This is an optimization exercise on Yosys and OpenROAD, whose aim is small area, a short achievable clock period and few clock cycles per item, not a production implementation. The RTL was checked by simulation tests, not by an equivalence proof against the original design.

// SBGCDCtrl
module SBGCDCtrl (
  input      [31:0]   io_sb_SBaddress,
  input               io_sb_SBvalid,
  input      [31:0]   io_sb_SBwdata,
  input               io_sb_SBwrite,
  input      [3:0]    io_sb_SBsize,
  output              io_sb_SBready,
  output     [31:0]   io_sb_SBrdata,
  input               io_sel,
  output              io_irq,
  input               clk,
  input               reset
);
  wire        acc   = io_sb_SBvalid && io_sel;
  wire [7:0]  addr  = io_sb_SBaddress[7:0];
  wire        wr    = acc && io_sb_SBwrite;
  wire        rd    = acc && !io_sb_SBwrite;
  wire        wrA   = wr && (addr == 8'h00);
  wire        wrB   = wr && (addr == 8'h04);
  wire        wrGo  = wr && (addr == 8'h10);
  wire        start = wrGo && (io_sb_SBwdata == 32'h00000001);
  wire        rdRes = rd && (addr == 8'h08);
  reg  [31:0] regA;
  reg  [31:0] regB;
  reg         readyReg;
  reg         irqReg;
  reg         busy;      
  reg         resValid;  
  reg         reload;    
  reg         irqPrev;   
  reg         selA, selB, selR, selS;
  wire [31:0] nextA = wrA ? io_sb_SBwdata : regA;
  wire [31:0] nextB = wrB ? io_sb_SBwdata : regB;
  wire        load  = wrA || wrB || reload;
  reg  [31:0] x;
  reg  [31:0] y;
  reg  [4:0]  c;         
  reg         fin;       
  wire [31:0] xd = x ^ y;
  wire        eq = ~|xd;
  ...
Size: about 1600 cells after synthesis, ~140 flip-flops, about 110 I/O pins, ~0.012 mm² of cells after synthesis.
==> module SBGCDCtrl, before the edit <==
module SBGCDCtrl (
  input      [31:0]   io_sb_SBaddress,
  input               io_sb_SBvalid,
  input      [31:0]   io_sb_SBwdata,
  input               io_sb_SBwrite,
  input      [3:0]    io_sb_SBsize,
  output              io_sb_SBready,
  output     [31:0]   io_sb_SBrdata,
  input               io_sel,
  output              io_irq,
  input               clk,
  input               reset
);
  wire        acc   = io_sb_SBvalid && io_sel;
  wire [7:0]  addr  = io_sb_SBaddress[7:0];
  wire        wr    = acc && io_sb_SBwrite;
  wire        rd    = acc && !io_sb_SBwrite;
  wire        wrA   = wr && (addr == 8'h00);
  wire        wrB   = wr && (addr == 8'h04);
  wire        wrGo  = wr && (addr == 8'h10);
  wire        start = wrGo && (io_sb_SBwdata == 32'h00000001);
  wire        rdRes = rd && (addr == 8'h08);
  reg  [31:0] regA;
  reg  [31:0] regB;
  reg         readyReg;
  reg         irqReg;
  reg         busy;      
  reg         resValid;  
  reg         reload;    
  reg         irqPrev;   
  reg         selA, selB, selR, selS;
  wire [31:0] nextA = wrA ? io_sb_SBwdata : regA;
  wire [31:0] nextB = wrB ? io_sb_SBwdata : regB;
  wire        load  = wrA || wrB || reload;
  reg  [31:0] x;
  reg  [31:0] y;
  reg  [4:0]  c;         
  reg         fin;       
  wire [31:0] xd = x ^ y;
  wire        eq = ~|xd;
  wire        ce = eq || fin;
  wire        done = ce && (c == 5'd0);
  wire        ex = ~x[0];
  wire        ey = ~y[0];
  wire        fresh  = busy && done;
  wire        irqNow = irqReg || fresh;
  wire [31:0] p = ~xd;
  wire [31:0] g = x & ~y;
  reg  [32:0] gc;
  reg  [32:0] pc;
  reg  [32:0] gt, pt;
  integer i, s;
  always @(*) begin
    gt = {g, 1'b0};
    pt = {p, 1'b1};
    for (s = 1; s < 33; s = s * 2) begin
      for (i = 32; i >= s; i = i - 1) begin
        gt[i] = gt[i] | (pt[i] & gt[i - s]);
        pt[i] = pt[i] & pt[i - s];
      end
    end
    gc = gt;
    pc = pt;
  end
  wire [32:0] c1  = gc | pc;
  wire        neg = ~c1[32];
  wire [31:0] ad  = neg ? ~(p ^ gc[31:0]) : (p ^ c1[31:0]);
  wire [31:0] t = ex ? x : (ey ? y : xd);
  wire [2:0]  kz = t[1] ? 3'd1 : t[2] ? 3'd2 : t[3] ? 3'd3 : t[4] ? 3'd4 :
                   t[5] ? 3'd5 : t[6] ? 3'd6 : 3'd7;
  wire        both = ex && ey;
  wire [2:0]  k = both ? 3'd1 : kz;
  wire [31:0] w = ex ? x : (ey ? y : ad);
  wire [31:0] r = w >> k;
  wire        updX = !ce && (ex || (!ey && !neg));
  wire        updY = !ce && !ex && (ey || neg);
  wire        halfY = !ce && both;
  wire        dblX = ce && (c != 5'd0);
  always @(posedge clk) begin
    if (load) begin
      x   <= nextA;
      y   <= nextB;
      c   <= 5'd0;
      fin <= 1'b0;
    end else begin
      if (dblX) begin
        x   <= {x[30:0], 1'b0};
        c   <= c - 5'd1;
        fin <= 1'b1;
      end else if (updX) begin
        x <= r;
      end
      if (halfY) begin
        y <= {1'b0, y[31:1]};
        c <= c + 5'd1;
      end else if (updY) begin
        y <= r;
      end
    end
  end
  always @(posedge clk or posedge reset) begin
    if (reset) begin
      regA     <= 32'h00000000;
      regB     <= 32'h00000000;
      readyReg <= 1'b0;
      irqReg   <= 1'b0;
      busy     <= 1'b0;
      resValid <= 1'b0;
      reload   <= 1'b1;
      irqPrev  <= 1'b0;
      selA     <= 1'b0;
      selB     <= 1'b0;
      selR     <= 1'b0;
      selS     <= 1'b0;
    end else begin
      regA     <= nextA;
      regB     <= nextB;
      reload   <= 1'b0;
      readyReg <= acc;
      irqPrev  <= irqNow;
      selA     <= rd && (addr == 8'h00);
      selB     <= rd && (addr == 8'h04);
      selR     <= rdRes && (resValid || fresh);
      selS     <= rd && (addr == 8'h0c);
      if (start)
        busy <= 1'b1;
      else if (done)
        busy <= 1'b0;
      if (rdRes)
        irqReg <= 1'b0;
      else if (fresh)
        irqReg <= 1'b1;
      if (wrA || wrB || wrGo)
        resValid <= 1'b0;
      else if (fresh)
        resValid <= 1'b1;
    end
  end
  assign io_sb_SBready = readyReg;
  assign io_irq        = irqNow;
  assign io_sb_SBrdata = ({32{selA}} & regA) | ({32{selB}} & regB) |
                         ({32{selR}} & x) | {31'd0, selS & irqPrev};
endmodule
make LEC_CHECK=0 CAP_MARGIN=20 CORE_MARGIN=2 CORE_UTILIZATION=40 SETUP_SLACK_MARGIN=5 SLEW_MARGIN=20 finish   # period 10.0 ns
run.sh (not shown) runs the stock make flow with config.mk's settings and CLKGATE_MAP_FILE= SYNTH_SCRIPT=/design/flow/synth_recipe.tcl, a recipe that flattens the netlist after the stock synthesis.
Testbench counts at the start, summed over its fixed seeds: cycles 35,714, items 2,400.
Edit:
--- a/flow/design.v
+++ b/flow/design.v
@@ -53,11 +53,17 @@
   integer i, s;
   always @(*) begin
     gt = {g, 1'b0};
     pt = {p, 1'b1};
     for (s = 1; s < 33; s = s * 2) begin
-      for (i = 32; i >= s; i = i - 1) begin
+      for (i = 2 * s - 1; i < 33; i = i + 2 * s) begin
+        gt[i] = gt[i] | (pt[i] & gt[i - s]);
+        pt[i] = pt[i] & pt[i - s];
+      end
+    end
+    for (s = 16; s >= 1; s = s / 2) begin
+      for (i = 3 * s - 1; i < 33; i = i + 2 * s) begin
         gt[i] = gt[i] | (pt[i] & gt[i - s]);
         pt[i] = pt[i] & pt[i - s];
       end
     end
     gc = gt;
=> Setup slack is better by 0.10 ns; hold slack gets better by 0.0030 ns; global-route usage shrinks by 2.1 points; register-to-register slack gets better by 0.05 ns; utilization came out higher by 3.2 points.
Testbench counts after the change, summed over its fixed seeds: cycles 35,714, items 2,400.

## afterwards: timing with drivers on the ports
The flow's constraints put no driver on any port. The routed layouts listed below were extracted and timed again, unchanged, in two steps. Step 1: set_driving_cell puts a clkbuf_16 on clk and a buf_2 on each other input, an assumption about the parent block. Step 2, shift: input delay + t, output delay - t, t = (earliest + latest rising clock arrival at the registers) / 2. This alone moves slack from input paths to output paths. a / b / c = no drivers / after step 1 / after step 2; a / b = the first two.
| run | shift t [ns] | setup WS [ns] | cell pins on the clock port's net |
|---|---|---|---|
| the first run | 0.462 | 4.931 / 4.885 / 4.700 | 1 |
| the second run | 0.472 | 5.031 / 4.984 / 4.764 | 1 |
After both steps every run listed still meets setup and hold. The setup slack of the second run, which loses most, moves by -0.047 ns with the drivers and by -0.267 ns with both steps.
